What follows belongs to an exercise in optimizing a design on an open flow for small area; a production flow would make more cautious choices. Only simulation tests tie the RTL to the original design; equivalence was not proved. No activity file was given, so power comes from the tool's default toggle rates. The clock port is modelled as an ideal driver; clocking choices that lean on that would not hold on a real chip.

File: flow/flow/run.sh
#!/bin/bash
# Own layout flow: the standard ORFS flow (standard.sh) with
#  - the standard synthesis script, except that Yosys does not extract full
#    adders and ABC maps with an area-oriented script (flow/area.abc);
#    registers, their names and cells are those of the standard synthesis;
#  - port buffers of the smallest buffer cell;
#  - CTS without dummy loads, with larger sink clusters.
# Every tool's output goes to the ORFS logs under orfs/logs and to own_flow.log.
set -euo pipefail
HERE=$(pwd)
S=$FLOW_HOME/scripts/synth.tcl
sed -e 's|^  extract_fa {\*}\[dont_use_extract_fa_args\]$|  # extract_fa skipped|' \
    -e "s|^  log_cmd abc {\*}\$abc_args\$|  set abc_args [lreplace \$abc_args 1 1 $HERE/flow/area.abc]\n  log_cmd abc {*}\$abc_args|" \
    "$S" > own_synth.tcl
grep -q '# extract_fa skipped' own_synth.tcl
grep -q 'flow/area.abc' own_synth.tcl
sed "s|source \$::env(SCRIPTS_DIR)/synth.tcl|source $HERE/own_synth.tcl|" synth_recipe.tcl > own_synth_recipe.tcl
grep -q own_synth.tcl own_synth_recipe.tcl
sed "s|SYNTH_SCRIPT=[^ ]*|SYNTH_SCRIPT=$HERE/own_synth_recipe.tcl|" standard.sh > own_standard.sh
grep -q own_synth_recipe.tcl own_standard.sh
export BUFFER_PORTS_ARGS="-buffer_cell sky130_fd_sc_hd__buf_1"
export CTS_ARGS="-sink_clustering_enable -repair_clock_nets -sink_clustering_size 36 -sink_clustering_max_diameter 60 -buf_list sky130_fd_sc_hd__clkbuf_16 -dont_use_dummy_load"
bash own_standard.sh > own_flow.log 2>&1
File: flow/flow/area.abc
strash
dch -f
amap
topo
File: flow/standard.sh
#!/bin/bash
# synth_recipe.tcl (not shown) runs the flow's synth.tcl, then flattens the netlist and writes it again
# the make line also repeats each setting of config.mk as NAME=value (left out here)
make -C /OpenROAD-flow-scripts/flow DESIGN_CONFIG=/design/flow/config.mk WORK_HOME=/design/flow/orfs CLKGATE_MAP_FILE= SYNTH_SCRIPT=/design/flow/synth_recipe.tcl "${@:-finish}"
File: flow/config.mk
export PLATFORM = sky130hd
export DESIGN_NAME = Mips
export DESIGN_NICKNAME = Mips
export VERILOG_FILES = /design/flow/design.v
export SDC_FILE = /design/flow/constraint.sdc
export NUM_CORES = 8
export LEC_CHECK = 0
export CAP_MARGIN = 20
export CORE_MARGIN = 2
export CORE_UTILIZATION = 60
export SLEW_MARGIN = 20
File: flow/constraint.sdc
create_clock -name core_clock -period 15.0 [get_ports {clock}]
set_input_delay 3.0000 -clock core_clock [delete_from_list [all_inputs] [get_ports {clock}]]
set_output_delay 3.0000 -clock core_clock [all_outputs]
set_load 0.01 [all_outputs]
File: flow/design.v
module Mips (
    input clock,
    input reset,
    output [9:0] imem_addr,
    input [31:0] imem_data,
    output [9:0] dmem_addr,
    output [31:0] dmem_wdata,
    output dmem_we,
    input [31:0] dmem_rdata
);
    reg [4:0] ph;
    wire last = &ph;
    wire first = ~|ph;
    always @(posedge clock or negedge reset)
        if (!reset) ph <= 5'd0;
        else ph <= ph + 5'd1;
    reg init;
    always @(posedge clock or negedge reset)
        if (!reset) init <= 1'b1;
        else if (last) init <= 1'b0;
    wire [31:0] ins = imem_data;
    wire [5:0] op = ins[31:26];
    wire [5:0] fn = ins[5:0];
    wire [4:0] rs = ins[25:21];
    wire [4:0] rt = ins[20:16];
    wire [4:0] rd = ins[15:11];
    wire is_r   = (op == 6'h00);
    wire r_sll  = is_r & (fn == 6'h04);
    wire r_srl  = is_r & (fn == 6'h06);
    wire r_sra  = is_r & (fn == 6'h07);
    wire r_jr   = is_r & (fn == 6'h08);
    wire r_mult = is_r & (fn == 6'h18);
    wire r_addt = is_r & (fn[5:2] == 4'b1000);    
    wire r_logic = is_r & (fn[5:2] == 4'b1001);   
    wire i_j    = (op == 6'h02);
    wire i_br   = (op[5:2] == 4'b0001);           
    wire i_addt = (op[5:1] == 5'b00100);          
    wire i_logic = (op[5:2] == 4'b0011) & ~(op[1] & op[0]);  
    wire i_lw   = (op == 6'h23);
    wire i_sw   = (op == 6'h2b);
    wire use_imm = i_addt | i_logic | i_lw | i_sw;
    wire do_sub  = (r_addt & fn[1]) | i_br;
    wire trap    = (r_addt & ~fn[0]) | (i_addt & ~op[0]);
    wire is_add  = r_addt | i_addt;
    wire alu_wr  = r_addt | r_logic | i_addt | i_logic;
    wire [1:0] lsel = is_r ? fn[1:0] : op[1:0];
    wire shift   = r_sll | r_srl | r_sra;
    wire sb = ph[4] ? ins[15] : ins[ph[3:0]];
    reg cwe;           
    reg [4:0] crd;
    reg cA, cB, cS;    
    reg [4:0] X;       
    reg pend_sw;
    wire C;            
    wire [31:0] rout;
    wire wbit = C & ~init;
    genvar r;
    generate
        for (r = 0; r < 32; r = r + 1) begin : g_rf
            reg [31:0] q;
            wire we = init | (cwe & (crd == r));
            always @(posedge clock)
                q <= {we ? wbit : q[0], q[31:1]};
            assign rout[r] = q[0];
        end
    endgenerate
    wire fwdA = cwe & (crd == rs);
    wire fwdB = cwe & (crd == rt);
    wire a = ~init & (fwdA ? C : rout[rs]);
    wire b = ~init & (fwdB ? C : rout[rt]);
    wire op2 = use_imm ? sb : b;
    wire op2x = op2 ^ do_sub;
    reg cy;
    wire cin = first ? do_sub : cy;
    wire sum = a ^ op2x ^ cin;
    wire cout = (a & op2x) | (a & cin) | (op2x & cin);
    always @(posedge clock) cy <= cout;
    reg lo;
    always @(*)
        case (lsel)
            2'b00: lo = a & op2;
            2'b01: lo = a | op2;
            2'b10: lo = a ^ op2;
            default: lo = ~(a | op2);
        endcase
    wire alu_out = is_add ? sum : lo;
    wire V = alu_wr ? alu_out : b;
    reg neq;
    always @(posedge clock) neq <= (~first & neq) | (a ^ b);
    wire eq = ~(neq | (a ^ b));
    wire lt = a ^ op2x ^ cout;
    wire taken = (op[1:0] == 2'b00) ? eq :
                 (op[1:0] == 2'b01) ? ~eq :
                 (op[1:0] == 2'b10) ? (lt | eq) : ~(lt | eq);
    wire ovf = (a == op2x) & (sum != a);
    reg [9:0] PC;
    reg [9:0] DA;
    wire px = i_br & PC[ph[3:0]];
    reg tc;
    wire tcin = first ? i_br : tc;
    wire tbit = px ^ sb ^ tcin;
    always @(posedge clock) tc <= (px & sb) | (px & tcin) | (sb & tcin);
    wire win_lo = (ph < 5'd10);
    wire win_hi = (ph >= 5'd2) & (ph < 5'd12);
    wire da_en = (win_lo & (i_br | i_j | shift)) | (win_hi & (r_jr | i_lw | i_sw));
    wire din = (i_br | i_j) ? tbit : (i_lw | i_sw) ? sum : a;
    always @(posedge clock)
        if (da_en) DA <= {din, DA[9:1]};
    wire redirect = i_j | r_jr | (i_br & taken);
    always @(posedge clock or negedge reset)
        if (!reset) PC <= 10'd0;
        else if (last) PC <= redirect ? DA : PC + 10'd1;
    reg [31:0] RD;
    always @(posedge clock)
        if (last & i_lw) RD <= dmem_rdata;
        else RD <= {V, RD[31:1]};
    always @(posedge clock or negedge reset)
        if (!reset) begin
            cwe <= 1'b0;
            pend_sw <= 1'b0;
        end else if (last) begin
            cwe <= (alu_wr & ~(trap & ovf)) | i_lw | r_mult | shift;
            pend_sw <= i_sw;
        end
    always @(posedge clock)
        if (last) begin
            crd <= is_r ? rd : rt;
            cA <= r_mult | r_sll;
            cB <= r_srl | r_sra;
            cS <= r_sll | r_sra;
            X <= r_mult ? rs : DA[4:0];
        end
    wire u = cS ? (ph == X) : rout[X];
    wire v = RD[0];
    reg [15:0] MA, MB, R;
    reg [15:0] MAn, MBn, xr, yr;
    integer m;
    always @(*)
        for (m = 0; m < 16; m = m + 1) begin
            MAn[m] = (ph == m) ? u : MA[m];
            MBn[m] = (ph == m) ? v : MB[m];
            xr[m] = u & MB[m] & (ph > m);
            yr[m] = v & MAn[m] & (ph >= m);
        end
    wire [15:0] Rm = first ? 16'd0 : R;
    wire [16:0] tot = {1'b0, Rm} + {1'b0, xr} + {1'b0, yr};
    always @(posedge clock) begin
        MA <= MAn;
        MB <= MBn;
        R <= tot[16:1];
    end
    wire mul_out = tot[0];
    wire inrange = (ph <= ~X);
    reg Cprev;
    wire sh_out = inrange ? RD[X] : (cS & Cprev);
    assign C = cA ? mul_out : cB ? sh_out : RD[0];
    always @(posedge clock) Cprev <= C;
    assign imem_addr = PC;
    assign dmem_addr = DA;
    assign dmem_wdata = RD;
    assign dmem_we = pend_sw & first;
endmodule
==> results of run 1 <==
==> logic make-up (layout without fill, tap and decap cells) <==
group           after synthesis  after routing
compound gates              443            443
buf+inv                     109            281
flops                      1149           1149
simple gates                333            333
==> worst max-delay path by stage <==
stage / depth (start not counted) / to / slack [ns] / from
3_3_place_gp: 20 / PC[7] / 6.57 / imem_data[16]
2_1_floorplan: 28 / PC[1] / 6.71 / X[0]
4_1_cts: 28 / PC[1] / 6.62 / X[0]
3_5_place_dp: 20 / PC[1] / 6.30 / imem_data[16]
5_1_grt: 28 / PC[6] / 5.50 / X[0]
6_report: 30 / PC[6] / 6.50 / X[0]
==> Yosys cell counts (2+ instances only) <==
master / instances / area, µm²
and3_1: 6 / 37.5
dfrtp_1: 17 / 425
dfxtp_1: 1092 / 21900
o211ai_1: 2 / 15.0
nor2b_1: 5 / 31.3
o22ai_1: 90 / 563
a21o_1: 2 / 15.0
and2_0: 2 / 12.5
o21ai_0: 133 / 666
nand3_1: 37 / 185
a2111oi_0: 5 / 43.8
o221ai_1: 9 / 78.8
nor4_1: 7 / 43.8
nand2_1: 98 / 368
nor2_1: 132 / 495
o32ai_1: 2 / 17.5
o22a_1: 35 / 307
a222oi_1: 6 / 60.1
or4_1: 2 / 15.0
clkinv_1: 108 / 405
nor3b_1: 10 / 75.1
o311ai_0: 3 / 26.3
nor3_1: 7 / 35.0
o31ai_1: 5 / 37.5
a21oi_1: 87 / 435
a31oi_1: 5 / 31.3
a22o_1: 2 / 17.5
a22oi_1: 15 / 113
a221oi_1: 21 / 184
o21a_1: 3 / 22.5
edfxtp_1: 39 / 1170
a211oi_1: 8 / 60.1
nand4_1: 17 / 106
or2_0: 10 / 62.6
a32oi_1: 2 / 17.5
==> critical path, delay by kind of cell, from the launching register on <==
kind                   cells  cell delay (ns)
AOI/OAI and AO/OA         19             3.83
and+or+nand+nor            7             1.28
buffers and inverters      4             2.22
DFF                        1             1.06
==> through the flow <==
step | setup slack (ns) | total power [mW]
3_5_place_dp | 6.30 | 3.26
6_report | 6.50 | 4.57
3_3_place_gp | 6.57 | 3.26
5_1_grt | 5.50 | 4.72
2_1_floorplan | 6.71 | 3.22
4_1_cts | 6.62 | 4.61
==> area by class of cell <==
class	instances	area [µm²]	share of cell area, %
timing repair buffer	126	503	1.64
clock buffer	47	1180	3.84
tap	607	759	2.48
multi-input combinational	776	4260	13.9
sequential	1149	23500	76.8
inverter	108	405	1.33
==> state kept, by name, indices dropped and copies added (netlist names), 10 cells and up <==
signal  count
MA         16
RD         32
R          16
DA         10
PC         10
g_rf.q   1024
MB         16
==> metal layers <==
| layer | part of all wire [%] | up-vias | routed length [µm] | track usage (%) |
|---|---|---|---|---|
| met4 | 3.0 | 4 | 1520 | 7.47 |
| li1 | - | 7296 | - | - |
| met1 | 48 | 6948 | 24300 | 29.8 |
| met5 | 0.044 | - | 22 | 0 |
| met2 | 44 | 349 | 21900 | 31.4 |
| met3 | 4.9 | 93 | 2440 | 3.49 |
==> power by group through the flow <==
| stage | clock network (mW) | logic (mW) | registers, mW |
|---|---|---|---|
| floorplan | 0 | 0.0461 | 3.17 |
| global placement | 0 | 0.0902 | 3.17 |
| detailed placement | 0 | 0.0914 | 3.17 |
| CTS | 1.42 | 0.0918 | 3.10 |
| global route | 1.52 | 0.102 | 3.10 |
| finish | 1.38 | 0.0920 | 3.10 |
==> layout by cell type, fill, tap and decap left out, drive strengths merged, types with 3 or more instances in the layout <==
master / netlist / final
a22oi: 15 / 15
nand4: 17 / 17
o21a: 3 / 3
a211oi: 8 / 8
clkinv: 108 / 108
and3: 6 / 6
o31ai: 5 / 5
nand3: 37 / 37
dfrtp: 17 / 17
clkbuf: 0 / 47
nor4: 7 / 7
nor3: 7 / 7
o221ai: 9 / 9
nor2: 132 / 132
a221oi: 21 / 21
nor2b: 5 / 5
o22ai: 90 / 90
nor3b: 10 / 10
a21oi: 87 / 87
o22a: 35 / 35
or2: 10 / 10
o21ai: 133 / 133
buf: 1 / 126
a31oi: 5 / 5
dfxtp: 1092 / 1092
a222oi: 6 / 6
a2111oi: 5 / 5
nand2: 98 / 98
edfxtp: 39 / 39
o311ai: 3 / 3
==> flow_summary.yaml, run 1 <==
outcome:
  status: "complete, no violations"
routing:
  wl_per_cell_um: 17.8
  drtIter0Drc: 1069
  antenna_left: 0
  routed_wl_mm: 50.2
  dr.pass1.iters: 6
  num_vias: 14700
  route.detailed.drc: 0
  vias_per_cell: 5.22
global_routing:
  antenna_found_initial: 2
  grt_pass1_wl_mm: 76.9
  grt_usage_pct: 20.6
  grt_max_degree: 66
  grt_pass1_vias: 13900
  overflow: 0
final_layout:
  syn_to_final_growth_pct: 8.69
  nFillCells: 3383
  instances_no_fill: 2813
  final_cell_area_mm2: 0.0306
  diodes: 0
  fin_util_pct: 65.8
  nNetsFinal: 2274
  drive_gt1_share_pct: 2.67
setup_path:
  cp_slowest_cell: "edfxtp_1"
  critPathMaxStageDelay_ns: 1.06
  r2r-end: "PC[6]"
  r2r_slack_ns: 6.50
  crit_top_cell: "a21oi_1"
  r2r_cells: 30
  critPathArrivalTime_ns: 9.00
  path_class: "reg2reg"
  crit_path_start_kind: "register"
  rr_startpoint: "X[0]"
  cp.required_ns: 15.50
  cp_max_fo: 35
  critical_path.endpoint_type: "register"
logic_synthesis:
  synth_cells: 2034
  synthArstFlopShare_pct: 1.57
  synthMuxAreaShare_pct: 0
  yosys.area_share.simple_pct: 5.21
  synth_xor_area_share_pct: 0
  ys_seq_area_share_pct: 83.4
  netlist_area_mm2: 0.0281
  synth-adder-area-share_pct: 0
  avgSynthCellArea_um2: 13.8
  synth_edf_count: 39
  synth-seq-cells: 1149
  synthFlopType: "dfxtp_1"
  synth_cell_types: 45
  yosysWarnings: 1
  synth-compound-area-share_pct: 9.89
  synth_top_family_by_area: "compound AO/OA/AOI/OAI gates"
  syn_nets: 2100
sta:
  period_share_pct: 56.7
  max-slew-margin-rel_pct: 27.8
  final_max_slew_viol_count: 0
  timing.hold.ws_ns: 0.258
  clock_skew_ns: 0.0640
  grt_setup_unrepaired: "false"
  fmax_ghz: 0.118
  setup_viol: 0
  hold_violations: 0
  setup_tns_ns: 0
  tightest_slew_ns: 1.08
  post-route-min-period_ns: 8.50
placed_design:
  io_buffers: 118
  place_area_mm2: 0.0294
  place.gp.congestion: 0.871
  dp.cells: 2766
  hpwl_mm: 32.7
power_and_ir_drop:
  leakage_nw: 11.6
  sw_frac_of_total_pct: 19.5
  switchingPower_mw: 0.890
  clkPwrFrac_pct: 30.2
  ir_drop_mv: 0.163
  p_per_area_mw_per_mm2: 149
  combPwrFrac_pct: 2.0
  seq_power_share_pct: 67.7
  intPower_mw: 3.68
worst_hold_path:
  hp-class: "reg2reg"
  hold_start: "g_rf[16].q[22]"
  hold_end: "g_rf[16].q[21]"
  hold_path_depth: 0
cts:
  post_cts.repair.setup_buffers: 0
  clock-root-buffer: "clkbuf_16"
  cts_buffers: 47
  clockBufferDepth: 3
  cts_sinks: 1149
  clk_pin_slew_worst_paths_ns: 0.11
  clkLatencyLatePin_ns: 0.61
  cts.htree.levels: 2
  cts_tree: "built"
  postCtsHoldBufs: 0
  cts_resized: 0
floorplanning:
  core_mm2: 0.0465
  die_h_um: 221
  dieArea_mm2: 0.0487
  die_width_um: 221
  ios: 119
  start_util_pct: 60.6
  num_rows: 79
job:
  cap_viol_max_count: 0
==> inputs of run 2 (changes only) <==
--- a/flow/flow/run.sh
+++ b/flow/flow/run.sh
@@ -20,4 +20,4 @@
 grep -q own_synth_recipe.tcl own_standard.sh
 export BUFFER_PORTS_ARGS="-buffer_cell sky130_fd_sc_hd__buf_1"
-export CTS_ARGS="-sink_clustering_enable -repair_clock_nets -sink_clustering_size 36 -sink_clustering_max_diameter 60 -buf_list sky130_fd_sc_hd__clkbuf_16 -dont_use_dummy_load"
+export CTS_ARGS="-sink_clustering_enable -repair_clock_nets -sink_clustering_size 48 -sink_clustering_max_diameter 45 -buf_list sky130_fd_sc_hd__clkbuf_16 -dont_use_dummy_load"
 bash own_standard.sh > own_flow.log 2>&1
--- a/flow/config.mk
+++ b/flow/config.mk
@@ -8,4 +8,4 @@
 export CAP_MARGIN = 20
 export CORE_MARGIN = 2
-export CORE_UTILIZATION = 60
+export CORE_UTILIZATION = 65
 export SLEW_MARGIN = 20
==> run 2 against run 1 <==
Still clean on timing, DRC and antenna; core utilization is 6.8 points higher; global-route usage rose by 5.0 points; sequential cell count unchanged; combinational power increased by 2%; power rose by 8.3%; via count up 3.7%; maximum frequency is 3.1% lower; sequential power barely moved; cell count up 0.14%; synthesized cell count did not move; critical endpoint is now PC[5].
==> flow_summary.yaml, run 2 <==
outcome:
  status: "complete, no violations"
global_routing:
  grt_pass1_wl_mm: 86.9
  grt_pass1_vias: 15300
  grt_max_degree: 66
  grt_usage_pct: 25.6
  antenna_found_initial: 3
  overflow: 0
routing:
  route.detailed.drc: 0
  drtIter0Drc: 1339
  antenna_left: 0
  num_vias: 15200
  wl_per_cell_um: 20.2
  dr.pass1.iters: 6
  vias_per_cell: 5.41
  routed_wl_mm: 56.8
power_and_ir_drop:
  sw_frac_of_total_pct: 20.1
  clkPwrFrac_pct: 35.6
  p_per_area_mw_per_mm2: 159
  seq_power_share_pct: 62.5
  intPower_mw: 3.96
  combPwrFrac_pct: 1.9
  leakage_nw: 11.9
  ir_drop_mv: 0.143
  switchingPower_mw: 0.994
final_layout:
  syn_to_final_growth_pct: 10.7
  final_cell_area_mm2: 0.0312
  instances_no_fill: 2817
  drive_gt1_share_pct: 3.77
  final_cell_mix: "dfxtp_1 (1092), o21ai_0 (133), nor2_1 (132), buf_1 (117), clkinv_1 (108)"
  largest-register: "g_rf.q"
  reg_top3: "g_rf.q: 1024 flops, RD: 32 flops"
  nNetsFinal: 2298
  fin_util_pct: 72.7
  largest_register_ffs: 1024
  nFillCells: 2640
  layout_commonest_cell: "dfxtp_1"
logic_synthesis:
  yosysTopAreaCellShare_pct: 77.7
  synth-seq-cells: 1149
  avgSynthCellArea_um2: 13.8
  syn_nets: 2100
  synth.area.top_cells: "dfxtp_1 (78%), edfxtp_1 (4.2%), o21ai_0 (2.4%)"
  synthArstFlopShare_pct: 1.57
  synth_cells: 2034
  post-synth-top-count-cell: "dfxtp_1"
  synth_edf_count: 39
  netlist_area_mm2: 0.0281
  synth_top_cell_by_area: "dfxtp_1"
  synth_common_cells: "dfxtp_1 (1092), o21ai_0 (133), nor2_1 (132)"
  ys_seq_area_share_pct: 83.4
  synthFlopType: "dfxtp_1"
  synth_cell_types: 45
  yosysWarnings: 1
sta:
  setup_viol: 0
  post-route-min-period_ns: 8.77
  fmax_ghz: 0.114
  setup_tns_ns: 0
  final_max_slew_viol_count: 0
  tightest_slew_ns: 1.05
  clock_skew_ns: 0.0801
  max-slew-margin-rel_pct: 29.8
  grt_setup_unrepaired: "false"
  period_share_pct: 58.5
  hold_violations: 0
worst_hold_path:
  hold_start: "g_rf[14].q[31]"
  hp-class: "reg2reg"
  hold_path_depth: 0
placed_design:
  dp.cells: 2744
  place.gp.congestion: 0.907
  io_buffers: 118
  hpwl_mm: 34.1
  place_area_mm2: 0.0294
cts:
  cts.htree.levels: 3
  clockBufferDepth: 3
  cts_tree: "built"
  cts_sinks: 1149
  postCtsHoldBufs: 0
  cts_resized: 0
  post_cts.repair.setup_buffers: 0
  clkLatencyLatePin_ns: 0.63
  cts_buffers: 71
  clock-root-buffer: "clkbuf_16"
  clk_pin_slew_worst_paths_ns: 0.10
setup_path:
  cp.required_ns: 15.50
  critPathArrivalTime_ns: 9.27
  rr_startpoint: "X[0]"
  crit_path_start_kind: "register"
  cp_slowest_cell: "clkinv_1"
  crit_start: "X[0]"
  critPathMaxStageDelay_ns: 1.05
  path_class: "reg2reg"
  r2r_cells: 28
  cp_max_fo: 35
  critical_path.endpoint_type: "register"
floorplanning:
  start_util_pct: 65.6
  die_h_um: 212
  ios: 119
  die_width_um: 212
  num_rows: 76
  core_mm2: 0.0429
  dieArea_mm2: 0.0450
job:
  cap_viol_max_count: 0
## run 2: cell count changes in the layout (fill, tap and decap cells not counted), sizes merged
cell | previous run | this run
clkbuf | 47 | 71
diode | 0 | 2
## run 2: logic make-up after synthesis
kind of cell / count (synthesis) / share of synthesized area, %
flip-flops: 1149 / 83.4
AO/OA/AOI/OAI: 443 / 9.89
AND/OR/NAND/NOR: 333 / 5.21
buffers and inverters: 109 / 1.47
## run 2: per-stage QoR
stage / power, mW / hold slack, ns / setup slack (ns)
detailed placement: 3.26 / 0.312 / 6.37
global placement: 3.26 / 0.310 / 6.59
finish: 4.95 / 0.269 / 6.23
floorplan: 3.22 / 0.310 / 6.71
CTS: 4.99 / 0.270 / 6.47
global route: 5.10 / 0.268 / 5.46
## run 2: layout make-up
cell class | count | area, µm² | share of cell area (%)
flip-flops and latches | 1149 | 23500 | 75.3
multi-input cells | 776 | 4260 | 13.7
clock buffers | 71 | 1780 | 5.70
well taps | 585 | 732 | 2.35
repair buffers | 126 | 504 | 1.62
inverters | 108 | 405 | 1.30
diodes | 2 | 5.00 | 0.0161
## run 2: critical path: cells and delay by family, from the launching register on
family | cells | cell delay (ns)
AOI/OAI and AO/OA | 18 | 4.04
buffers and inverters | 4 | 2.45
and+or+nand+nor | 6 | 1.10
DFF | 1 | 1.04
## run 2: worst paths after layout
path	end	slack, ns
hold / removal	g_rf[14].q[30]	0.27
setup reg to reg	PC[5]	6.23
setup / recovery	PC[5]	6.23
min in group asynchronous	ph[0]	2.35
hold reg to reg	g_rf[14].q[30]	0.27
max in group asynchronous	init	12.24
## run 2: per-layer routing
metal | wire (µm) | vias to the layer above | track usage (%)
met3 | 3480 | 128 | 5.49
met2 | 26800 | 507 | 41.7
met5 | 21 | - | 0
li1 | - | 7346 | -
met1 | 24800 | 7253 | 34.5
met4 | 1710 | 4 | 8.31
## run 2: power groups by stage
| stage | registers, mW | clock network, mW | logic (mW) |
|---|---|---|---|
| 6_report | 3.10 | 1.76 | 0.0938 |
| 5_1_grt | 3.10 | 1.89 | 0.102 |
| 4_1_cts | 3.10 | 1.80 | 0.0927 |
| 3_5_place_dp | 3.17 | 0 | 0.0915 |
| 3_3_place_gp | 3.17 | 0 | 0.0900 |
| 2_1_floorplan | 3.17 | 0 | 0.0461 |
==> inputs of run 3 (changes only) <==
--- a/flow/design.v
+++ b/flow/design.v
@@ -10,9 +10,10 @@
 );
     reg [4:0] ph;
+    wire [4:0] ph_inc = ph ^ {&ph[3:0], &ph[2:0], &ph[1:0], ph[0], 1'b1};
     wire last = &ph;
     wire first = ~|ph;
     always @(posedge clock or negedge reset)
         if (!reset) ph <= 5'd0;
-        else ph <= ph + 5'd1;
+        else ph <= ph_inc;
     reg init;
     always @(posedge clock or negedge reset)
@@ -53,5 +54,5 @@
     reg pend_sw;
     wire C;            
-    wire [31:0] rout;
+    wire [31:0] rout, rin;
     wire wbit = C & ~init;
     genvar r;
@@ -60,13 +61,12 @@
             reg [31:0] q;
             wire we = init | (cwe & (crd == r));
+            assign rin[r] = we ? wbit : q[0];
             always @(posedge clock)
-                q <= {we ? wbit : q[0], q[31:1]};
+                q <= {rin[r], q[31:1]};
             assign rout[r] = q[0];
         end
     endgenerate
-    wire fwdA = cwe & (crd == rs);
-    wire fwdB = cwe & (crd == rt);
-    wire a = ~init & (fwdA ? C : rout[rs]);
-    wire b = ~init & (fwdB ? C : rout[rt]);
+    wire a = rin[rs];
+    wire b = rin[rt];
     wire op2 = use_imm ? sb : b;
     wire op2x = op2 ^ do_sub;
@@ -96,4 +96,13 @@
     reg [9:0] PC;
     reg [9:0] DA;
+    wire [10:0] pck;
+    assign pck[0] = 1'b1;
+    genvar gp;
+    generate
+        for (gp = 0; gp < 10; gp = gp + 1) begin : g_pcinc
+            assign pck[gp+1] = pck[gp] & PC[gp];
+        end
+    endgenerate
+    wire [9:0] pc_inc = PC ^ pck[9:0];
     wire px = i_br & PC[ph[3:0]];
     reg tc;
@@ -110,5 +119,5 @@
     always @(posedge clock or negedge reset)
         if (!reset) PC <= 10'd0;
-        else if (last) PC <= redirect ? DA : PC + 10'd1;
+        else if (last) PC <= redirect ? DA : pc_inc;
     reg [31:0] RD;
     always @(posedge clock)
@@ -140,13 +149,25 @@
             MAn[m] = (ph == m) ? u : MA[m];
             MBn[m] = (ph == m) ? v : MB[m];
-            xr[m] = u & MB[m] & (ph > m);
-            yr[m] = v & MAn[m] & (ph >= m);
+            xr[m] = u & MB[m];
+            yr[m] = v & MAn[m];
         end
-    wire [15:0] Rm = first ? 16'd0 : R;
-    wire [16:0] tot = {1'b0, Rm} + {1'b0, xr} + {1'b0, yr};
+    wire [15:0] ms = R ^ xr ^ yr;
+    wire [15:0] mc = (R & xr) | (R & yr) | (xr & yr);
+    wire [16:0] tot;
+    wire [16:0] mk;
+    assign tot[0] = ms[0];
+    assign mk[1] = 1'b0;
+    genvar gi;
+    generate
+        for (gi = 1; gi < 16; gi = gi + 1) begin : g_mrip
+            assign tot[gi] = ms[gi] ^ mc[gi-1] ^ mk[gi];
+            assign mk[gi+1] = (ms[gi] & mc[gi-1]) | (ms[gi] & mk[gi]) | (mc[gi-1] & mk[gi]);
+        end
+    endgenerate
+    assign tot[16] = mc[15] ^ mk[16];
     always @(posedge clock) begin
-        MA <= MAn;
-        MB <= MBn;
-        R <= tot[16:1];
+        MA <= last ? 16'd0 : MAn;
+        MB <= last ? 16'd0 : MBn;
+        R <= last ? 16'd0 : tot[16:1];
     end
     wire mul_out = tot[0];
==> flow/flow/run.sh (replaced) <==
#!/bin/bash
# Own layout flow: the standard ORFS flow (standard.sh) with
#  - the standard synthesis script, except that Yosys extracts only full
#    adders (no half adders) and ABC maps with an area-oriented script
#    (flow/area.abc);
#    registers, their names and cells are those of the standard synthesis;
#  - port buffers of the smallest buffer cell;
#  - CTS without dummy loads, with larger sink clusters.
# Every tool's output goes to the ORFS logs under orfs/logs and to own_flow.log.
set -euo pipefail
HERE=$(pwd)
S=$FLOW_HOME/scripts/synth.tcl
sed -e 's|^  extract_fa {\*}\[dont_use_extract_fa_args\]$|  extract_fa -fa|' \
    -e "s|^  log_cmd abc {\*}\$abc_args\$|  set abc_args [lreplace \$abc_args 1 1 $HERE/flow/area.abc]\n  log_cmd abc {*}\$abc_args|" \
    "$S" > own_synth.tcl
grep -q '^  extract_fa -fa$' own_synth.tcl
grep -q 'flow/area.abc' own_synth.tcl
sed "s|source \$::env(SCRIPTS_DIR)/synth.tcl|source $HERE/own_synth.tcl|" synth_recipe.tcl > own_synth_recipe.tcl
grep -q own_synth.tcl own_synth_recipe.tcl
sed "s|SYNTH_SCRIPT=[^ ]*|SYNTH_SCRIPT=$HERE/own_synth_recipe.tcl|" standard.sh > own_standard.sh
grep -q own_synth_recipe.tcl own_standard.sh
export BUFFER_PORTS_ARGS="-buffer_cell sky130_fd_sc_hd__buf_1"
export CTS_ARGS="-sink_clustering_enable -repair_clock_nets -sink_clustering_size 40 -sink_clustering_max_diameter 70 -buf_list sky130_fd_sc_hd__clkbuf_16 -dont_use_dummy_load"
bash own_standard.sh > own_flow.log 2>&1
--- a/flow/config.mk
+++ b/flow/config.mk
@@ -8,4 +8,4 @@
 export CAP_MARGIN = 20
 export CORE_MARGIN = 2
-export CORE_UTILIZATION = 65
+export CORE_UTILIZATION = 55
 export SLEW_MARGIN = 20
==> run 3 against run 2 <==
Still clean on timing, DRC and antenna; sequential power hardly changed; register-to-register slack worse by 1.1 ns; routed wire length is 20% lower; non-clock buffer count stayed put; power is 8.8% lower; die area is 16% higher; hold slack worse by 0.014 ns; critical path depth is 2 higher; count of clock-buffer cells in the layout is 30 lower; design area is 3.1% lower; critical endpoint is now R[15]; largest cell class unchanged.
==> flow_summary.yaml, run 3 <==
logic_synthesis:
  synth.area.top_cells: "dfxtp_1 (80%), edfxtp_1 (2.5%), fa_1 (2.4%)"
  synth_top_cell_by_area: "dfxtp_1"
  synth_common_cells: "dfxtp_1 (1108), nor2_1 (154), clkinv_1 (86)"
  avgSynthCellArea_um2: 14.7
  post-synth-top-count-cell: "dfxtp_1"
  netlist_area_mm2: 0.0278
  synthArstFlopShare_pct: 1.57
  syn_nets: 1989
  ys_seq_area_share_pct: 83.9
  synth-seq-cells: 1149
  yosysWarnings: 1
  yosysTopAreaCellShare_pct: 79.8
  synth_edf_count: 23
  synth_cell_types: 43
  synthFlopType: "dfxtp_1"
  synth_cells: 1890
floorplanning:
  start_util_pct: 55.5
  ios: 119
  core_mm2: 0.0501
  die_h_um: 229
  num_rows: 82
  dieArea_mm2: 0.0524
  die_width_um: 229
worst_hold_path:
  hp-class: "reg2reg"
final_layout:
  layout_commonest_cell: "dfxtp_1"
  nNetsFinal: 2157
  final_cell_area_mm2: 0.0302
  nFillCells: 4039
  syn_to_final_growth_pct: 8.60
  final_cell_mix: "dfxtp_1 (1108), nor2_1 (153), buf_1 (117), clkinv_1 (86), a21oi_1 (85)"
  multiInputGateArea_mm2: 0.00417
  reg_top3: "g_rf.q: 1024 flops, RD: 32 flops"
  largest-register: "g_rf.q"
  largest_register_ffs: 1024
  seq_area_mm2: 0.0233
  drive_gt1_share_pct: 2.58
power_and_ir_drop:
  combPwrFrac_pct: 2.3
  ir_drop_mv: 0.137
  switchingPower_mw: 0.893
  clkPwrFrac_pct: 28.9
  power_mw: 4.52
  p_per_area_mw_per_mm2: 150
  sw_frac_of_total_pct: 19.8
  intPower_mw: 3.63
  leakage_nw: 11.6
  seq_power_share_pct: 68.8
global_routing:
  grt_usage_pct: 17.4
  overflow: 0
  grt_max_degree: 74
  antenna_found_initial: 6
  grt_pass1_vias: 13200
  grt_pass1_wl_mm: 72.1
cts:
  cts_sinks: 1149
  cts_resized: 0
  post_cts.repair.setup_buffers: 0
  cts_buffers: 41
  clk_pin_slew_worst_paths_ns: 0.12
  clock-root-buffer: "clkbuf_16"
  cts_tree: "built"
  cts.htree.levels: 2
  clockBufferDepth: 3
  postCtsHoldBufs: 0
  clkLatencyLatePin_ns: 0.62
routing:
  wl_per_cell_um: 16.7
  drtIter0Drc: 777
  vias_per_cell: 4.95
  route.detailed.drc: 0
  routed_wl_mm: 45.6
  num_vias: 13500
  antenna_left: 0
  dr.pass1.iters: 5
setup_path:
  r2r_slack_ns: 5.11
  r2r-end: "R[15]"
  rr_startpoint: "X[0]"
  crit_top_cell: "fa_1"
  cp.required_ns: 15.39
  critical_path.endpoint_type: "register"
  endpoint: "R[15]"
  r2r_cells: 30
  path_class: "reg2reg"
  critPathMaxStageDelay_ns: 0.69
  crit_path_start_kind: "register"
  cp_slowest_cell: "edfxtp_1"
  cp_max_fo: 32
  critPathArrivalTime_ns: 10.27
  crit_start: "X[0]"
placed_design:
  io_buffers: 118
  hpwl_mm: 29.6
  pre_cts_ws_ns: 4.56
  place.gp.congestion: 0.884
  place_area_mm2: 0.0292
outcome:
  status: "complete, no violations"
sta:
  tightest_slew_ns: 0.914
  final_max_slew_viol_count: 0
  setup_tns_ns: 0
  grt_setup_unrepaired: "false"
  fmax_ghz: 0.101
  clock_skew_ns: 0.0827
  max-slew-margin-rel_pct: 38.7
  period_share_pct: 65.9
  layout_setup_ws_ns: 5.11
  setup_viol: 0
  post-route-min-period_ns: 9.89
  hold_violations: 0
  timing.hold.ws_ns: 0.255
job:
  cap_viol_max_count: 0
-- run 3: changes by cell type after synthesis, moves of 10 or more --
cell	before	now
edfxtp_1	39	23
a22oi_1	15	42
nor3b_1	10	0
dfxtp_1	1092	1108
fa_1	0	33
o21ai_0	133	49
o22ai_1	90	61
nand2_1	98	41
nor2b_1	5	32
clkinv_1	108	86
nor2_1	132	154
nand3_1	37	8
-- run 3: through the flow --
stage          std cells  utilization [%]
6_report            2730             60.3
2_1_floorplan       1890                -
3_5_place_dp        2686             58.2
3_3_place_gp        2686             58.2
4_1_cts             2727             60.3
5_1_grt             2728             60.3
-- run 3: logic make-up (layout without fill, tap and decap cells) --
family                   after synthesis  count (layout)  synth area share, %
buffers and inverters                 87             253                 1.19
adder cells (fa/ha/maj)               33              33                 2.38
AO/OA/AOI/OAI                        340             340                 8.08
flip-flops                          1149            1149                 83.9
AND/OR/NAND/NOR                      281             281                 4.49
other                                  0               2                    0
-- run 3: worst max-delay path: cells and delay by family, from the launching register on --
kind | cells | cell delay, ns
AND/OR/NAND/NOR | 4 | 0.44
buffers and inverters | 3 | 1.29
AO/OA/AOI/OAI | 8 | 1.37
adder cells (fa/ha/maj) | 15 | 5.90
flip-flops | 1 | 0.69
-- run 3: power groups by stage --
stage / clock, mW / sequential [mW] / combinational, mW
3_3_place_gp: 0 / 3.18 / 0.105
6_report: 1.30 / 3.11 / 0.106
3_5_place_dp: 0 / 3.18 / 0.106
5_1_grt: 1.45 / 3.11 / 0.118
2_1_floorplan: 0 / 3.17 / 0.0595
4_1_cts: 1.35 / 3.11 / 0.106
-- run 3: how the worst min path moves through the flow --
stage | start | to | slack, ns | cells past startpoint
floorplan | g_rf[0].q[1] | g_rf[0].q[0] | 0.31 | 0
global placement | g_rf[17].q[27] | g_rf[17].q[26] | 0.31 | 0
detailed placement | g_rf[0].q[4] | g_rf[0].q[3] | 0.31 | 0
CTS | g_rf[17].q[29] | g_rf[17].q[28] | 0.25 | 0
global route | g_rf[17].q[29] | g_rf[17].q[28] | 0.24 | 0
finish | g_rf[17].q[29] | g_rf[17].q[28] | 0.26 | 0
-- run 3: final cells by class --
| type | count | share of cell area [%] |
|---|---|---|
| diodes | 2 | 0.0166 |
| clock buffers | 41 | 3.40 |
| inverters | 86 | 1.07 |
| multi-input cells | 654 | 13.8 |
| flip-flops and latches | 1149 | 77.2 |
| well taps | 672 | 2.78 |
| repair buffers | 126 | 1.69 |
-- run 3: per-layer routing --
| metal | track usage, % | routed length [µm] | up-vias |
|---|---|---|---|
| li1 | - | - | 6660 |
| met1 | 25.1 | 22300 | 6484 |
| met2 | 26.3 | 19500 | 284 |
| met3 | 3.53 | 2290 | 89 |
| met4 | 6.23 | 1510 | 4 |
| met5 | 0 | 23 | - |
==> inputs of run 4 (changes only) <==
--- a/flow/flow/run.sh
+++ b/flow/flow/run.sh
@@ -21,4 +21,4 @@
 grep -q own_synth_recipe.tcl own_standard.sh
 export BUFFER_PORTS_ARGS="-buffer_cell sky130_fd_sc_hd__buf_1"
-export CTS_ARGS="-sink_clustering_enable -repair_clock_nets -sink_clustering_size 40 -sink_clustering_max_diameter 70 -buf_list sky130_fd_sc_hd__clkbuf_16 -dont_use_dummy_load"
+export CTS_ARGS="-sink_clustering_enable -repair_clock_nets -sink_clustering_size 40 -sink_clustering_max_diameter 60 -buf_list sky130_fd_sc_hd__clkbuf_16 -dont_use_dummy_load"
 bash own_standard.sh > own_flow.log 2>&1
--- a/flow/config.mk
+++ b/flow/config.mk
@@ -8,4 +8,4 @@
 export CAP_MARGIN = 20
 export CORE_MARGIN = 2
-export CORE_UTILIZATION = 55
+export CORE_UTILIZATION = 50
 export SLEW_MARGIN = 20
==> run 4 against run 3 <==
Count of clock-buffer cells in the layout increased by 6; non-clock buffer count is 1 lower; design area up 0.76%; maximum frequency decreased by 5.6%; synthesized area unchanged; power is 1.8% higher; combinational power about the same; via count is 0.84% higher; global-route usage is 1.2 points lower; routed wire length up 1.2%; critical path depth shrank 1; cell count is 3.0% higher.
==> flow_summary.yaml, run 4 <==
cts:
  postCtsHoldBufs: 0
  cts_tree: "built"
  cts_sinks: 1149
  clkLatencyLatePin_ns: 0.64
  clockBufferDepth: 3
  post_cts.repair.setup_buffers: 0
  clock-root-buffer: "clkbuf_16"
  cts_resized: 0
  clk_pin_slew_worst_paths_ns: 0.12
  cts_buffers: 47
  cts.htree.levels: 2
global_routing:
  overflow: 0
  grt_pass1_vias: 13200
  grt_pass1_wl_mm: 72.6
  grt_max_degree: 75
  grt_usage_pct: 16.3
  antenna_found_initial: 10
final_layout:
  drive_gt1_share_pct: 2.77
  syn_to_final_growth_pct: 9.42
  largest_register_ffs: 1024
  final_cell_mix: "dfxtp_1 (1108), nor2_1 (153), buf_1 (118), clkinv_1 (86), a21oi_1 (85)"
  nNetsFinal: 2162
  nFillCells: 4597
  reg_top3: "g_rf.q: 1024 flops, RD: 32 flops"
  layout_commonest_cell: "dfxtp_1"
  largest-register: "g_rf.q"
  final_cell_area_mm2: 0.0304
sta:
  setup_tns_ns: 0
  hold_violations: 0
  tightest_slew_ns: 1.09
  final_max_slew_viol_count: 0
  setup_viol: 0
  fmax_ghz: 0.0955
  post-route-min-period_ns: 10.47
  max-slew-margin-rel_pct: 27.3
  layout_setup_ws_ns: 4.53
  clock_skew_ns: 0.0868
  grt_setup_unrepaired: "false"
  period_share_pct: 69.8
floorplanning:
  dieArea_mm2: 0.0575
  ios: 119
  start_util_pct: 50.5
  num_rows: 86
  core_mm2: 0.0551
  die_h_um: 240
  die_width_um: 240
logic_synthesis:
  synth-seq-cells: 1149
  synth.area.top_cells: "dfxtp_1 (80%), edfxtp_1 (2.5%), fa_1 (2.4%)"
  yosysWarnings: 1
  synth_top_cell_by_area: "dfxtp_1"
  ys_seq_area_share_pct: 83.9
  synth_cell_types: 43
  synthArstFlopShare_pct: 1.57
  synthFlopType: "dfxtp_1"
  avgSynthCellArea_um2: 14.7
  synth_cells: 1890
  synth_common_cells: "dfxtp_1 (1108), nor2_1 (154), clkinv_1 (86)"
  post-synth-top-count-cell: "dfxtp_1"
  yosysTopAreaCellShare_pct: 79.8
  syn_nets: 1989
  netlist_area_mm2: 0.0278
  synth_edf_count: 23
power_and_ir_drop:
  intPower_mw: 3.69
  sw_frac_of_total_pct: 19.7
  switchingPower_mw: 0.906
  leakage_nw: 11.6
  combPwrFrac_pct: 2.3
  seq_power_share_pct: 67.6
  ir_drop_mv: 0.111
  power_mw: 4.60
  p_per_area_mw_per_mm2: 151
  clkPwrFrac_pct: 30.1
placed_design:
  pre_cts_ws_ns: 4.54
  place.gp.congestion: 0.874
  hpwl_mm: 30.1
  io_buffers: 118
  place_area_mm2: 0.0292
setup_path:
  cp_max_fo: 35
  critPathArrivalTime_ns: 10.89
  path_class: "reg2reg"
  crit_path_start_kind: "register"
  cp_slowest_cell: "edfxtp_1"
  critPathMaxStageDelay_ns: 1.07
  crit_top_cell: "fa_1"
  cp.required_ns: 15.42
  critical_path.endpoint_type: "register"
worst_hold_path:
  hp-class: "reg2reg"
outcome:
  status: "complete, no violations"
routing:
  route.detailed.drc: 0
  num_vias: 13600
  drtIter0Drc: 909
  routed_wl_mm: 46.1
  vias_per_cell: 4.85
  dr.pass1.iters: 7
  antenna_left: 0
  wl_per_cell_um: 16.4
job:
  cap_viol_max_count: 0
==> run 4: cell types whose count changed in the layout (fill, tap and decap cells not counted), sizes merged <==
cell	delta
clkbuf	+6
buf	-1
==> run 4: worst paths after layout <==
| path | from | endpoint | slack (ns) | cells past startpoint |
|---|---|---|---|---|
| hold reg to reg | g_rf[29].q[29] | g_rf[29].q[28] | 0.26 | 0 |
| hold / removal | g_rf[29].q[29] | g_rf[29].q[28] | 0.26 | 0 |
| max in group asynchronous | reset | init | 12.35 | 2 |
| min in group asynchronous | reset | PC[2] | 2.32 | 2 |
| setup reg to reg | X[0] | R[15] | 4.53 | 29 |
| setup / recovery | X[0] | R[15] | 4.53 | 29 |
==> run 4: layout make-up <==
| type | count | area, µm² | area share, % |
|---|---|---|---|
| multi-input cells | 654 | 4170 | 13.7 |
| clock buffers | 47 | 1180 | 3.86 |
| inverters | 86 | 323 | 1.06 |
| flip-flops and latches | 1149 | 23300 | 76.6 |
| diodes | 2 | 5.00 | 0.0164 |
| repair buffers | 125 | 495 | 1.63 |
| well taps | 748 | 936 | 3.08 |
==> run 4: layer usage <==
metal,track usage [%],vias to the layer above,routed length [µm]
li1,-,6686,-
met1,23.6,6516,22600
met2,23.9,322,19500
met3,3.62,100,2670
met4,5.95,10,1330
met5,0,-,82
==> run 4: critical path: cells and delay by family, from the launching register on <==
family,cells,cell delay [ns]
buf+inv,2,1.41
flops,1,1.07
fa+ha+maj,15,5.89
compound gates,8,1.45
simple gates,4,0.46
==> run 4: kinds of logic after synthesis <==
| logic type | synth area share (%) |
|---|---|
| and+or+nand+nor | 4.49 |
| buffers and inverters | 1.19 |
| adders and majority gates | 2.38 |
| DFF | 83.9 |
| AOI/OAI and AO/OA | 8.08 |
==> run 4: power by group through the flow <==
stage	combinational, mW	clock (mW)	sequential (mW)
finish	0.107	1.39	3.11
detailed placement	0.106	0	3.18
floorplan	0.0595	0	3.17
CTS	0.107	1.44	3.11
global placement	0.105	0	3.18
global route	0.119	1.54	3.11
==> run 4: metrics by stage <==
step                      instances  util (%)  hold slack, ns
final                          2811      55.2           0.265
after detailed placement       2762      53.1           0.312
after CTS                      2809      55.2           0.263
after global routing           2810      55.2           0.264
after floorplan                1890         -           0.310
after global placement         2762      53.1           0.310
==> inputs of run 5 (changes only) <==
--- a/flow/config.mk
+++ b/flow/config.mk
@@ -8,4 +8,5 @@
 export CAP_MARGIN = 20
 export CORE_MARGIN = 2
-export CORE_UTILIZATION = 50
+export CORE_UTILIZATION = 60
+export GPL_TIMING_DRIVEN = 0
 export SLEW_MARGIN = 20
==> run 5 against run 4 <==
Combinational power hardly changed; sequential power hardly changed; count of clock-buffer cells in the layout is 2 lower; still clean on timing, DRC and antenna; die area is 16% lower; clock power is 3% lower; non-clock buffer count is 1 lower; largest cell class unchanged; global-route usage is 2.0 points higher; design area is 0.48% lower.
==> flow_summary.yaml, run 5 <==
logic_synthesis:
  yosysWarnings: 1
  synth_top_cell_by_area: "dfxtp_1"
  synth_cells: 1890
  yosysTopAreaCellShare_pct: 79.8
  synth_edf_count: 23
  avgSynthCellArea_um2: 14.7
  synth_cell_types: 43
  ys_seq_area_share_pct: 83.9
  netlist_area_mm2: 0.0278
  synthArstFlopShare_pct: 1.57
  post-synth-top-count-cell: "dfxtp_1"
  synth-seq-cells: 1149
  synth.area.top_cells: "dfxtp_1 (80%), edfxtp_1 (2.5%), fa_1 (2.4%)"
  synthFlopType: "dfxtp_1"
  synth_common_cells: "dfxtp_1 (1108), nor2_1 (154), clkinv_1 (86)"
  syn_nets: 1989
job:
  cap_viol_max_count: 0
final_layout:
  largest_register_ffs: 1024
  nFillCells: 3301
  largest-register: "g_rf.q"
  syn_to_final_growth_pct: 8.90
  nNetsFinal: 2159
  drive_gt1_share_pct: 2.82
  final_cell_area_mm2: 0.0303
  instances_no_fill: 2660
  layout_commonest_cell: "dfxtp_1"
  reg_top3: "g_rf.q: 1024 flops, RD: 32 flops"
  final_cell_mix: "dfxtp_1 (1108), nor2_1 (153), buf_1 (117), clkinv_1 (86), a21oi_1 (85)"
cts:
  cts_sinks: 1149
  clkLatencyLatePin_ns: 0.63
  cts.htree.levels: 2
  cts_tree: "built"
  clock-root-buffer: "clkbuf_16"
  postCtsHoldBufs: 0
  post_cts.repair.setup_buffers: 0
  clk_pin_slew_worst_paths_ns: 0.11
  clockBufferDepth: 3
  cts_buffers: 45
  cts_resized: 0
sta:
  fmax_ghz: 0.0889
  clock_skew_ns: 0.108
  hold_violations: 0
  max-slew-margin-rel_pct: 23.7
  setup_viol: 0
  post-route-min-period_ns: 11.25
  final_max_slew_viol_count: 0
  period_share_pct: 75.0
  tightest_slew_ns: 1.13
  grt_setup_unrepaired: "false"
  setup_tns_ns: 0
  layout_setup_ws_ns: 3.75
setup_path:
  cp_slowest_cell: "o31ai_1"
  path_delay_family: "compound AO/OA/AOI/OAI gates"
  crit_path_start_kind: "register"
  cp_max_fo: 32
  critical_path.endpoint_type: "register"
  critPathMaxStageDelay_ns: 0.94
  path_class: "reg2reg"
  cp.required_ns: 15.44
  crit_top_cell: "a21oi_1"
  critPathArrivalTime_ns: 11.69
  r2r_slack_ns: 3.75
  cp.buffers_inverters: 5
placed_design:
  dp.cells: 2613
  place_area_mm2: 0.0292
  hpwl_mm: 29.2
  place.gp.congestion: 0.909
  pre_cts_ws_ns: 3.78
  io_buffers: 118
routing:
  drtIter0Drc: 858
  wl_per_cell_um: 16.5
  antenna_left: 0
  dr.pass1.iters: 6
  routed_wl_mm: 43.9
  route.detailed.drc: 0
  vias_per_cell: 5.14
  num_vias: 13700
worst_hold_path:
  hp-class: "reg2reg"
power_and_ir_drop:
  ir_drop_mv: 0.155
  p_per_area_mw_per_mm2: 150
  leakage_nw: 11.6
  power_mw: 4.56
global_routing:
  antenna_found_initial: 4
  grt_pass1_vias: 13000
  grt_max_degree: 41
  grt_usage_pct: 18.3
  overflow: 0
  grt_pass1_wl_mm: 68.0
floorplanning:
  num_rows: 78
  ios: 119
  dieArea_mm2: 0.0481
  die_h_um: 219
  die_width_um: 219
  start_util_pct: 61.0
  core_mm2: 0.0456
outcome:
  status: "complete, no violations"
[run 5: power breakdown]
group	total, mW	internal (mW)	switching, mW
Sequential	3.10	3.09	0.0194
Combinational	0.105	0.0433	0.0616
Clock	1.35	0.541	0.806
[run 5: area by class of cell]
class / count / area [µm²] / area share (%)
antenna: 2 / 5.00 / 0.0165
buffer: 1 / 7.51 / 0.0248
clock buffer: 45 / 1130 / 3.72
inverter: 86 / 323 / 1.07
multi-input combinational: 654 / 4200 / 13.9
sequential: 1149 / 23300 / 77.0
tap: 600 / 751 / 2.48
timing repair buffer: 123 / 552 / 1.82
[run 5: kinds of logic after synthesis]
| logic type | count (synthesis) | synth area share [%] |
|---|---|---|
| AO/OA/AOI/OAI | 340 | 8.08 |
| adder cells (fa/ha/maj) | 33 | 2.38 |
| buffers and inverters | 87 | 1.19 |
| flip-flops | 1149 | 83.9 |
| AND/OR/NAND/NOR | 281 | 4.49 |
[run 5: final timing paths]
kind	startpoint	endpoint	cells past startpoint
worst max-delay path	X[0]	PC[7]	30
worst min-delay path	g_rf[16].q[26]	g_rf[16].q[25]	0
worst max register to register	X[0]	PC[7]	30
worst min register to register	g_rf[16].q[26]	g_rf[16].q[25]	0
max in group asynchronous	reset	cwe	1
min in group asynchronous	reset	PC[4]	1
[run 5: metal layers]
layer	routed length [µm]	global-route usage, %	up-vias	part of all wire (%)
met3	2870	4.39	79	6.5
li1	-	-	6671	-
met1	21100	26.1	6548	48
met5	26	0	-	0.059
met2	18700	27.1	360	43
met4	1290	7.07	4	2.9
[run 5: through the flow]
| step | hold WS (ns) | utilization [%] |
|---|---|---|
| 3_3_place_gp | 0.310 | 63.6 |
| 5_1_grt | 0.237 | 66.4 |
| 4_1_cts | 0.242 | 66.4 |
| 2_1_floorplan | 0.310 | - |
| 3_5_place_dp | 0.312 | 64.0 |
| 6_report | 0.251 | 66.4 |
==> inputs of run 6 (changes only) <==
--- a/flow/flow/run.sh
+++ b/flow/flow/run.sh
@@ -21,4 +21,4 @@
 grep -q own_synth_recipe.tcl own_standard.sh
 export BUFFER_PORTS_ARGS="-buffer_cell sky130_fd_sc_hd__buf_1"
-export CTS_ARGS="-sink_clustering_enable -repair_clock_nets -sink_clustering_size 40 -sink_clustering_max_diameter 60 -buf_list sky130_fd_sc_hd__clkbuf_16 -dont_use_dummy_load"
+export CTS_ARGS="-sink_clustering_enable -repair_clock_nets -sink_clustering_size 38 -sink_clustering_max_diameter 62 -buf_list sky130_fd_sc_hd__clkbuf_16 -dont_use_dummy_load"
 bash own_standard.sh > own_flow.log 2>&1
--- a/flow/config.mk
+++ b/flow/config.mk
@@ -8,5 +8,4 @@
 export CAP_MARGIN = 20
 export CORE_MARGIN = 2
-export CORE_UTILIZATION = 60
-export GPL_TIMING_DRIVEN = 0
+export CORE_UTILIZATION = 58
 export SLEW_MARGIN = 20
==> run 6 against run 5 <==
Cell count increased by 0.56%; hold slack gained 0.016 ns; synthesized area unchanged; critical path depth shrank 2; largest power group unchanged.
==> flow_summary.yaml, run 6 <==
final_layout:
  final_cell_mix: "dfxtp_1 (1108), nor2_1 (153), buf_1 (118), clkinv_1 (86), a21oi_1 (85)"
  nNetsFinal: 2161
  syn_to_final_growth_pct: 8.71
  diodes: 0
  drive_gt1_share_pct: 2.72
  nFillCells: 3625
  final_cell_area_mm2: 0.0302
  reg_top3: "g_rf.q: 1024 flops, RD: 32 flops"
  largest-register: "g_rf.q"
  layout_commonest_cell: "dfxtp_1"
  largest_register_ffs: 1024
logic_synthesis:
  synth-seq-cells: 1149
  synth.area.top_cells: "dfxtp_1 (80%), edfxtp_1 (2.5%), fa_1 (2.4%)"
  netlist_area_mm2: 0.0278
  yosysTopAreaCellShare_pct: 79.8
  synthFlopType: "dfxtp_1"
  synth_edf_count: 23
  synth_top_cell_by_area: "dfxtp_1"
  synthArstFlopShare_pct: 1.57
  synth_cell_types: 43
  avgSynthCellArea_um2: 14.7
  post-synth-top-count-cell: "dfxtp_1"
  syn_nets: 1989
  synth_cells: 1890
  ys_seq_area_share_pct: 83.9
  synth_common_cells: "dfxtp_1 (1108), nor2_1 (154), clkinv_1 (86)"
  yosysWarnings: 1
routing:
  num_vias: 13600
  wl_per_cell_um: 16.9
  route.detailed.drc: 0
  routed_wl_mm: 45.1
  dr.pass1.iters: 5
  vias_per_cell: 5.09
  antenna_left: 0
  drtIter0Drc: 857
global_routing:
  overflow: 0
  grt_pass1_vias: 13300
  grt_max_degree: 74
  antenna_found_initial: 1
  grt_usage_pct: 18.3
  grt_pass1_wl_mm: 71.2
floorplanning:
  core_mm2: 0.0475
  start_util_pct: 58.5
  dieArea_mm2: 0.0497
  die_width_um: 223
  ios: 119
  die_h_um: 223
  num_rows: 80
sta:
  post-route-min-period_ns: 10.45
  layout_setup_ws_ns: 4.55
  setup_tns_ns: 0
  fmax_ghz: 0.0957
  max-slew-margin-rel_pct: 28.5
  grt_setup_unrepaired: "false"
  final_max_slew_viol_count: 0
  timing.hold.ws_ns: 0.267
  tightest_slew_ns: 1.07
  clock_skew_ns: 0.0851
  hold_violations: 0
  setup_viol: 0
  period_share_pct: 69.7
power_and_ir_drop:
  p_per_area_mw_per_mm2: 151
  ir_drop_mv: 0.119
  leakage_nw: 11.6
cts:
  clk_pin_slew_worst_paths_ns: 0.12
  clockBufferDepth: 3
  cts_buffers: 46
  postCtsHoldBufs: 0
  cts_sinks: 1149
  clock-root-buffer: "clkbuf_16"
  clkLatencyLatePin_ns: 0.63
  cts_resized: 0
  cts.htree.levels: 2
  post_cts.repair.setup_buffers: 0
  cts_tree: "built"
setup_path:
  crit_top_cell: "fa_1"
  critPathMaxStageDelay_ns: 1.06
  critPathArrivalTime_ns: 10.86
  path_class: "reg2reg"
  crit_path_start_kind: "register"
  cp_slowest_cell: "edfxtp_1"
  cp_max_fo: 35
  cp.required_ns: 15.41
  critical_path.endpoint_type: "register"
placed_design:
  io_buffers: 118
  hpwl_mm: 29.4
  pre_cts_ws_ns: 4.63
  place_area_mm2: 0.0291
  place.gp.congestion: 0.899
job:
  cap_viol_max_count: 0
outcome:
  status: "complete, no violations"
worst_hold_path:
  hp-class: "reg2reg"
## run 6: cell types whose count changed in the layout (fill, tap and decap cells not counted), sizes merged
cell	change
buf	+1
diode	-2
clkbuf	+1
## run 6: through the flow
stage	power (mW)	instances	utilization [%]
finish	4.58	2675	63.6
global route	4.74	2675	63.6
CTS	4.62	2675	63.6
detailed placement	3.28	2629	61.2
global placement	3.28	2629	61.2
floorplan	3.23	1890	-
## run 6: path summary, 6_finish.rpt
kind,startpoint,endpoint,slack (ns),depth (start not counted)
max,X[0],R[14],4.55,28
max in group asynchronous,reset,init,12.32,2
min in group asynchronous,reset,PC[5],2.38,2
min reg2reg,g_rf[17].q[29],g_rf[17].q[28],0.27,0
min,g_rf[17].q[29],g_rf[17].q[28],0.27,0
max reg2reg,X[0],R[14],4.55,28
## run 6: kinds of logic after synthesis
group,Yosys count,share of synthesized area [%]
compound gates,340,8.08
fa+ha+maj,33,2.38
buf+inv,87,1.19
flops,1149,83.9
simple gates,281,4.49
## run 6: layout make-up
type	count	area, µm²	share of cell area (%)
sequential	1149	23300	77.1
multi-input combinational	654	4170	13.8
clock buffer	46	1150	3.81
tap	615	769	2.55
timing repair buffer	125	495	1.64
inverter	86	323	1.07
## run 6: per-layer routing
metal,part of all wire (%),global-route usage (%)
met5,0.038,0
met4,4.2,8.38
met3,5.0,3.41
met2,42,27.3
met1,48,26.1
## run 6: critical path: cells and delay by family (launching register included)
kind                     cells  cell delay (ns)
flip-flops                   1             1.06
adder cells (fa/ha/maj)     15             5.95
buffers and inverters        2             1.40
AND/OR/NAND/NOR              4             0.47
AO/OA/AOI/OAI                7             1.40
## run 6: where the power goes
| part | switching, mW | internal (mW) | total [mW] | leakage [nW] |
|---|---|---|---|---|
| Sequential | 0.0222 | 3.09 | 3.11 | 9.38 |
| Combinational | 0.0622 | 0.0428 | 0.105 | 1.66 |
| Clock | 0.815 | 0.552 | 1.37 | 0.567 |
==> inputs of run 7 (changes only) <==
--- a/flow/flow/run.sh
+++ b/flow/flow/run.sh
@@ -21,4 +21,4 @@
 grep -q own_synth_recipe.tcl own_standard.sh
 export BUFFER_PORTS_ARGS="-buffer_cell sky130_fd_sc_hd__buf_1"
-export CTS_ARGS="-sink_clustering_enable -repair_clock_nets -sink_clustering_size 38 -sink_clustering_max_diameter 62 -buf_list sky130_fd_sc_hd__clkbuf_16 -dont_use_dummy_load"
+export CTS_ARGS='-sink_clustering_enable -repair_clock_nets -sink_clustering_size 36 -sink_clustering_max_diameter 60 -buf_list {sky130_fd_sc_hd__clkbuf_8 sky130_fd_sc_hd__clkbuf_16} -dont_use_dummy_load'
 bash own_standard.sh > own_flow.log 2>&1
--- a/flow/config.mk
+++ b/flow/config.mk
@@ -8,4 +8,4 @@
 export CAP_MARGIN = 20
 export CORE_MARGIN = 2
-export CORE_UTILIZATION = 58
+export CORE_UTILIZATION = 60
 export SLEW_MARGIN = 20
==> run 7 against run 6 <==
Combinational power barely moved; design area is 0.18% higher; routed wire length is 2.6% higher; register-to-register slack gained 0.52 ns; critical path type unchanged; critical endpoint is now PC[4]; largest power group unchanged.
==> flow_summary.yaml, run 7 <==
sta:
  grt_setup_unrepaired: "false"
  hold_violations: 0
  max-slew-margin-rel_pct: 27.3
  post-route-min-period_ns: 9.93
  fmax_ghz: 0.101
  setup_viol: 0
  clock_skew_ns: 0.0872
  layout_setup_ws_ns: 5.07
  setup_tns_ns: 0
  tightest_slew_ns: 1.09
  period_share_pct: 66.2
  final_max_slew_viol_count: 0
routing:
  num_vias: 13600
  route.detailed.drc: 0
  wl_per_cell_um: 17.4
  dr.pass1.iters: 5
  antenna_left: 0
  drtIter0Drc: 910
  routed_wl_mm: 46.3
  vias_per_cell: 5.11
logic_synthesis:
  synthArstFlopShare_pct: 1.57
  post-synth-top-count-cell: "dfxtp_1"
  netlist_area_mm2: 0.0278
  synth_edf_count: 23
  synth.area.top_cells: "dfxtp_1 (80%), edfxtp_1 (2.5%), fa_1 (2.4%)"
  avgSynthCellArea_um2: 14.7
  synth_cells: 1890
  synthFlopType: "dfxtp_1"
  ys_seq_area_share_pct: 83.9
  synth_cell_types: 43
  yosysWarnings: 1
  synth_top_cell_by_area: "dfxtp_1"
  yosysTopAreaCellShare_pct: 79.8
  synth-seq-cells: 1149
  syn_nets: 1989
  synth_common_cells: "dfxtp_1 (1108), nor2_1 (154), clkinv_1 (86)"
setup_path:
  crit_start: "X[0]"
  cp_max_fo: 32
  path_class: "reg2reg"
  r2r-end: "PC[4]"
  cp.required_ns: 15.45
  critPathMaxStageDelay_ns: 0.84
  endpoint: "PC[4]"
  crit_top_cell: "a21oi_1"
  critPathArrivalTime_ns: 10.38
  rr_startpoint: "X[0]"
  crit_path_start_kind: "register"
  r2r_slack_ns: 5.07
  r2r_cells: 31
  cp_slowest_cell: "o31ai_1"
  critical_path.endpoint_type: "register"
cts:
  cts_resized: 0
  cts_buffers: 48
  clockBufferDepth: 3
  postCtsHoldBufs: 0
  clk_pin_slew_worst_paths_ns: 0.07
  cts_sinks: 1149
  post_cts.repair.setup_buffers: 0
  clkLatencyLatePin_ns: 0.63
  clock-root-buffer: "clkbuf_16"
  cts.htree.levels: 2
  cts_tree: "built"
floorplanning:
  core_mm2: 0.0456
  die_width_um: 219
  ios: 119
  num_rows: 78
  die_h_um: 219
  start_util_pct: 61.0
  dieArea_mm2: 0.0481
final_layout:
  layout_commonest_cell: "dfxtp_1"
  largest-register: "g_rf.q"
  syn_to_final_growth_pct: 8.91
  multiInputGateArea_mm2: 0.00417
  drive_gt1_share_pct: 2.86
  seq_area_mm2: 0.0233
  final_cell_mix: "dfxtp_1 (1108), nor2_1 (153), buf_1 (118), clkinv_1 (86), a21oi_1 (85)"
  nNetsFinal: 2164
  reg_top3: "g_rf.q: 1024 flops, RD: 32 flops"
  nFillCells: 3323
  largest_register_ffs: 1024
job:
  cap_viol_max_count: 0
global_routing:
  grt_pass1_vias: 13200
  grt_pass1_wl_mm: 71.5
  grt_max_degree: 74
  overflow: 0
  antenna_found_initial: 8
  grt_usage_pct: 19.3
placed_design:
  io_buffers: 118
  hpwl_mm: 30.1
  pre_cts_ws_ns: 4.48
  place.gp.congestion: 0.897
power_and_ir_drop:
  power_mw: 4.61
  leakage_nw: 11.6
  p_per_area_mw_per_mm2: 152
  ir_drop_mv: 0.153
outcome:
  status: "complete, no violations"
worst_hold_path:
  hp-class: "reg2reg"
## run 7: worst min path at each step
stage / start / end / slack (ns) / cells past startpoint
final: g_rf[21].q[31] / g_rf[21].q[30] / 0.28 / 0
after global routing: g_rf[31].q[30] / g_rf[31].q[29] / 0.27 / 0
after CTS: g_rf[21].q[31] / g_rf[21].q[30] / 0.27 / 0
after detailed placement: g_rf[0].q[28] / g_rf[0].q[27] / 0.31 / 0
after global placement: g_rf[20].q[30] / g_rf[20].q[29] / 0.31 / 0
after floorplan: g_rf[0].q[1] / g_rf[0].q[0] / 0.31 / 0
## run 7: cell families (layout without fill, tap and decap cells)
logic type	after synthesis	count (layout)	synth area share [%]
flops	1149	1149	83.9
compound gates	340	340	8.08
simple gates	281	281	4.49
buf+inv	87	260	1.19
fa+ha+maj	33	33	2.38
other cells	0	3	0
## run 7: per-stage QoR
step	hold WS [ns]	cells	util, %	cell area, µm²
final	0.280	2666	66.5	30300
after global routing	0.270	2663	66.4	30300
after CTS	0.273	2662	66.4	30300
after detailed placement	0.312	2614	63.8	29100
after global placement	0.310	2614	63.8	29100
after floorplan	0.310	1890	-	27800
## run 7: area by class of cell
class | instances | area share (%)
diodes | 3 | 0.0248
clock buffers | 48 | 3.97
inverters | 86 | 1.07
multi-input cells | 654 | 13.8
flip-flops and latches | 1149 | 77.0
well taps | 600 | 2.48
repair buffers | 126 | 1.69
## run 7: worst max-delay path: cells and delay by family (launching register included)
family          cells  cell delay, ns
simple gates        4            0.47
flops               1            0.55
compound gates     20            5.29
buf+inv             5            2.64
fa+ha+maj           2            0.87
## run 7: power breakdown
part / internal [mW] / switching (mW)
clock network: 0.575 / 0.824
registers: 3.09 / 0.0216
logic: 0.0432 / 0.0621
## run 7: layer usage
metal / share of wire, % / GRT usage, % / routed length (µm)
met5: 0.10 / 0 / 47
met4: 2.6 / 6.67 / 1190
met3: 5.5 / 3.99 / 2570
met2: 44 / 29.5 / 20200
met1: 48 / 27.4 / 22300

-- what the ideal ports hide --
In the flow no input, the clock included, has a driving cell. The finished layouts below were timed again as built, in two steps.
Step 1 sets driving cells, clkbuf_16 on the clock port and buf_2 on the other inputs (assumed; they add their load-dependent delay and slew).
Step 2 also shifts input and output timing later by t, the mid clock arrival at the registers, as if the neighbouring blocks saw the same clock.
Slacks: ideal / step 1 / step 2; pairs: ideal / step 1.
| run | t, ns | slack for setup (ns) | worst setup path at the end | pins driven straight from the clock port |
|---|---|---|---|---|
| run 1 | 0.645 | 6.501 / 6.501 / 6.082 | input to register | 1 |
| run 2 | 0.648 | 6.232 / 6.232 / 5.866 | input to register | 1 |
| run 3 | 0.639 | 5.114 / 5.114 / 5.114 | register to register | 1 |
| run 4 | 0.652 | 4.531 / 4.531 / 4.531 | register to register | 1 |
| run 5 | 0.635 | 3.750 / 3.750 / 3.750 | register to register | 1 |
| run 6 | 0.646 | 4.552 / 4.552 / 4.552 | register to register | 1 |
| run 7 | 0.643 | 5.074 / 5.074 / 5.074 | register to register | 1 |
After both steps setup and hold are still met in every run listed. The setup slack of run 1, which loses most, moves by 0.000 ns with the drivers and by -0.419 ns with both steps.
